Source: an optimization exercise on an open RTL-to-GDS flow (aim: small area). Production flows keep margins and buffers that such runs may drop. Function was checked by simulation only, so behaviour that the tests miss may differ from the original. Power figures rest on the tool's default switching activity, not on a simulated workload.

## old
==> flow/design.v <==
`timescale 1ns / 1ns
module pll(
    input wire sys_clk ,
    input wire sys_rst_n ,
    output wire vga_en
);
reg clk_25;
always @(posedge sys_clk or negedge sys_rst_n) begin
    if (!sys_rst_n) begin
        clk_25 <= 0;
    end else begin
        clk_25 <= ~clk_25;
    end
end
assign vga_en = ~clk_25;
endmodule
`timescale 1ns / 1ns
module vga_ctrl(
    input  wire        vga_clk,
    input  wire        vga_en,
    input  wire        sys_rst_n,
    output reg  [9:0]  h_counter,
    output reg  [9:0]  v_counter,
    output wire        hsync,
    output wire        vsync
);
wire h_end = (h_counter == 10'd810);
always @(posedge vga_clk or negedge sys_rst_n) begin
    if (!sys_rst_n) begin
        h_counter <= 10'd11;
    end else if (vga_en) begin
        if (h_end) h_counter <= 10'd11;
        else       h_counter <= h_counter + 1'd1;
    end
end
always @(posedge vga_clk or negedge sys_rst_n) begin
    if (!sys_rst_n) begin
        v_counter <= 10'd31;
    end else if (vga_en && h_end) begin
        if (v_counter == 10'd555) v_counter <= 10'd31;
        else                      v_counter <= v_counter + 1'd1;
    end
end
assign hsync = (h_counter < 10'd107);
assign vsync = (v_counter < 10'd33);
endmodule
`timescale 1ns / 1ns
module vga_pic(
    input  wire [9:0] h,
    input  wire [9:0] v,
    output wire       draw
);
    wire in_band = (v >= 10'd256) && (v < 10'd346);
    wire [6:0] yo = v[6:0];
    wire in_m = (h >= 10'd275) && (h < 10'd365);
    wire [4:0] t = h[4:0];
    wire side = (h >= 10'd320);
    reg [6:0] fv;
    always @(*) begin
        case (t)
            5'd0: fv = 7'd0;
            5'd1: fv = 7'd2;
            5'd2: fv = 7'd5;
            5'd3: fv = 7'd8;
            5'd4: fv = 7'd11;
            5'd5: fv = 7'd14;
            5'd6: fv = 7'd16;
            5'd7: fv = 7'd19;
            5'd8: fv = 7'd22;
            5'd9: fv = 7'd25;
            5'd10: fv = 7'd28;
            5'd11: fv = 7'd30;
            5'd12: fv = 7'd33;
            5'd13: fv = 7'd36;
            5'd14: fv = 7'd39;
            5'd15: fv = 7'd42;
            5'd16: fv = 7'd45;
            5'd17: fv = 7'd47;
            5'd18: fv = 7'd50;
            5'd19: fv = 7'd53;
            5'd20: fv = 7'd56;
            5'd21: fv = 7'd59;
            5'd22: fv = 7'd61;
            5'd23: fv = 7'd64;
            5'd24: fv = 7'd67;
            5'd25: fv = 7'd70;
            5'd26: fv = 7'd73;
            5'd27: fv = 7'd75;
            5'd28: fv = 7'd78;
            5'd29: fv = 7'd81;
            5'd30: fv = 7'd84;
            5'd31: fv = 7'd87;
            default: fv = 7'd0;
        endcase
    end
    wire [7:0] z = side ? (8'd90 - {1'b0, yo}) : {1'b0, yo};
    wire [7:0] d = z + 8'd7 - {1'b0, fv};
    wire band = (d < 8'd15);
    wire draw_m = in_m && ((h < 10'd292) || (h >= 10'd348) || band);
    wire in_u = (h >= 10'd390) && (h < 10'd480);
    wire draw_u = in_u && ((h < 10'd405) || (h >= 10'd465) || (yo >= 7'd75));
    wire in_s = (h >= 10'd505) && (h < 10'd595);
    wire s_l = (h < 10'd520);
    wire s_r = (h >= 10'd581);
    wire draw_s = in_s && (
        ((yo < 7'd15) && !s_l) ||
        ((yo >= 7'd15) && (yo < 7'd38) && s_l) ||
        ((yo >= 7'd38) && (yo < 7'd45) && !s_r) ||
        ((yo >= 7'd45) && (yo < 7'd53) && !s_l) ||
        ((yo >= 7'd53) && (yo < 7'd76) && s_r) ||
        ((yo >= 7'd76) && !s_r));
    wire in_t = (h >= 10'd620) && (h < 10'd710);
    wire draw_t = in_t && ((yo < 7'd15) || ((h >= 10'd658) && (h < 10'd673)));
    assign draw = in_band && (draw_m || draw_u || draw_s || draw_t);
endmodule
`timescale 1ns / 1ns
module vga_colorbar(
input wire sys_clk ,
input wire sys_rst_n ,
output wire hsync ,
output wire vsync ,
output wire [15:0] rgb
);
 wire vga_en;
 wire [9:0] h;
 wire [9:0] v;
 wire draw;
 pll pll_inst (.sys_clk(sys_clk), .sys_rst_n(sys_rst_n), .vga_en(vga_en));
 vga_ctrl vga_ctrl_inst (
 .vga_clk(sys_clk), .vga_en(vga_en), .sys_rst_n(sys_rst_n),
 .h_counter(h), .v_counter(v), .hsync(hsync), .vsync(vsync));
 vga_pic vga_pic_inst (.h(h), .v(v), .draw(draw));
 assign rgb = {16{draw}};
endmodule
export LEC_CHECK = 0
export CAP_MARGIN = 20
export CORE_MARGIN = 2
export CORE_UTILIZATION = 40
export PLACE_DENSITY = 0.6
export SLEW_MARGIN = 20
create_clock -name core_clock -period 20.0 [get_ports {sys_clk}]
standard.sh (not shown) runs the stock make flow with config.mk's settings and CLKGATE_MAP_FILE= SYNTH_SCRIPT=/design/flow/synth_recipe.tcl, a recipe that flattens the netlist after the stock synthesis.
==> flow/flow/run.sh <==
#!/bin/bash
# Own layout flow: the standard flow (standard.sh), with two changes to synthesis only:
#  - the final ABC mapping uses flow/map.abc (deeper area-oriented optimisation) instead of
#    ORFS's speed script, through the abc override in flow/my_synth.tcl;
#  - Yosys's adder extraction (ADDER_MAP_FILE) is skipped so ABC optimises that logic too.
# Registers, their names and cell types are the standard synthesis's.
set -euo pipefail
W=$(pwd)
export MY_ABC_SCRIPT=$W/flow/map.abc
export FLOW_SYNTH_TCL=$W/synth_recipe.tcl
bash standard.sh SYNTH_SCRIPT=$W/flow/my_synth.tcl ADDER_MAP_FILE= finish > $W/flow_make.log 2>&1
==> flow/flow/map.abc <==
strash
&get -n
&deepsyn -T 30
&put
dch
amap
topo
stime -c
==> flow/flow/my_synth.tcl <==
# Standard synthesis (synth_recipe.tcl) with only the final ABC mapping script replaced:
# ORFS calls abc with its speed script and -D set from the SDC; this runs MY_ABC_SCRIPT with
# -D 20000 (ps) and the same liberty, dont_use and constraint arguments.
set my_dir [file dirname [file normalize [info script]]]
proc abc {args} {
  global my_dir
  set a [list]
  set skip 0
  foreach x $args {
    if {$skip} { set skip 0; continue }
    if {$x eq "-script" || $x eq "-D"} { set skip 1; continue }
    lappend a $x
  }
  yosys abc -script $::env(MY_ABC_SCRIPT) -D 20000 {*}$a
}
source $::env(FLOW_SYNTH_TCL)
Input-level comparison between new and old:
diff --git a/flow/flow/run.sh b/flow/flow/run.sh
--- a/flow/flow/run.sh
+++ b/flow/flow/run.sh
@@ -5,2 +5,3 @@
 #  - Yosys's adder extraction (ADDER_MAP_FILE) is skipped so ABC optimises that logic too.
+# Port buffers (one per input and output port, as in the standard flow) use buf_1.
 # Registers, their names and cell types are the standard synthesis's.
@@ -10,2 +11,2 @@
 export FLOW_SYNTH_TCL=$W/synth_recipe.tcl
-bash standard.sh SYNTH_SCRIPT=$W/flow/my_synth.tcl ADDER_MAP_FILE= finish > $W/flow_make.log 2>&1
+bash standard.sh SYNTH_SCRIPT=$W/flow/my_synth.tcl ADDER_MAP_FILE= "BUFFER_PORTS_ARGS=-buffer_cell sky130_fd_sc_hd__buf_1" finish > $W/flow_make.log 2>&1
diff --git a/flow/config.mk b/flow/config.mk
--- a/flow/config.mk
+++ b/flow/config.mk
@@ -10,2 +10,3 @@
 export CORE_UTILIZATION = 40
+export CTS_BUF_LIST = sky130_fd_sc_hd__clkbuf_4
 export PLACE_DENSITY = 0.6
Findings:
- Between old and new, the met3 usage in global routing is lower for old.
- The worst hold path cell count on new is in line with that on old.
- Per the final summary, new finished and its layout is clean on timing, DRC and antenna.
- Wire length on met2 (higher): old
- new ended up with a higher final weighted congestion in routability-driven placement than old did.
- Comparing old and new, the higher power in combinational cells is on new.
- new vs old, global router's overall resource usage went down by 1.0 points.
- From old to new the numbers moved as follows: final setup slack of the worst path +0.19 ns, met2 demand-to-capacity share in global routing -2.3 points, critical path depth in cells -5.
- Delta (new minus old): combinational share of power went up 0.2 points, number of non-clock buffers in the layout went up 1.

[static timing again, ports no longer ideal]
How much do the figures lean on ideal ports? The routed layouts below were timed once more, with nothing changed but the port constraints.
Step 1 (the two cells are an assumption about what drives the block):
set clk [get_ports {sys_clk}]
set_driving_cell -lib_cell sky130_fd_sc_hd__clkbuf_16 $clk
set_driving_cell -lib_cell sky130_fd_sc_hd__buf_2 [delete_from_list [all_inputs] $clk]
Step 2, shift: input delay + t, output delay - t, t = (earliest + latest rising clock arrival at the registers) / 2. This alone moves slack from input paths to output paths.
Slacks: ideal ports / drivers / drivers and shift; pairs: ideal ports / drivers.
| run | shift t [ns] | slack for setup (ns) | worst register clock-pin slew, ns | worst slew at a driven data input, ns |
|---|---|---|---|---|
| old | 0.284 | 10.844 / 10.819 / 11.104 | 0.08 / 0.08 | 0.03 |
| new | 0.319 | 11.036 / 11.014 / 11.333 | 0.12 / 0.12 | 0.03 |
After both steps setup and hold are still met in every run listed.
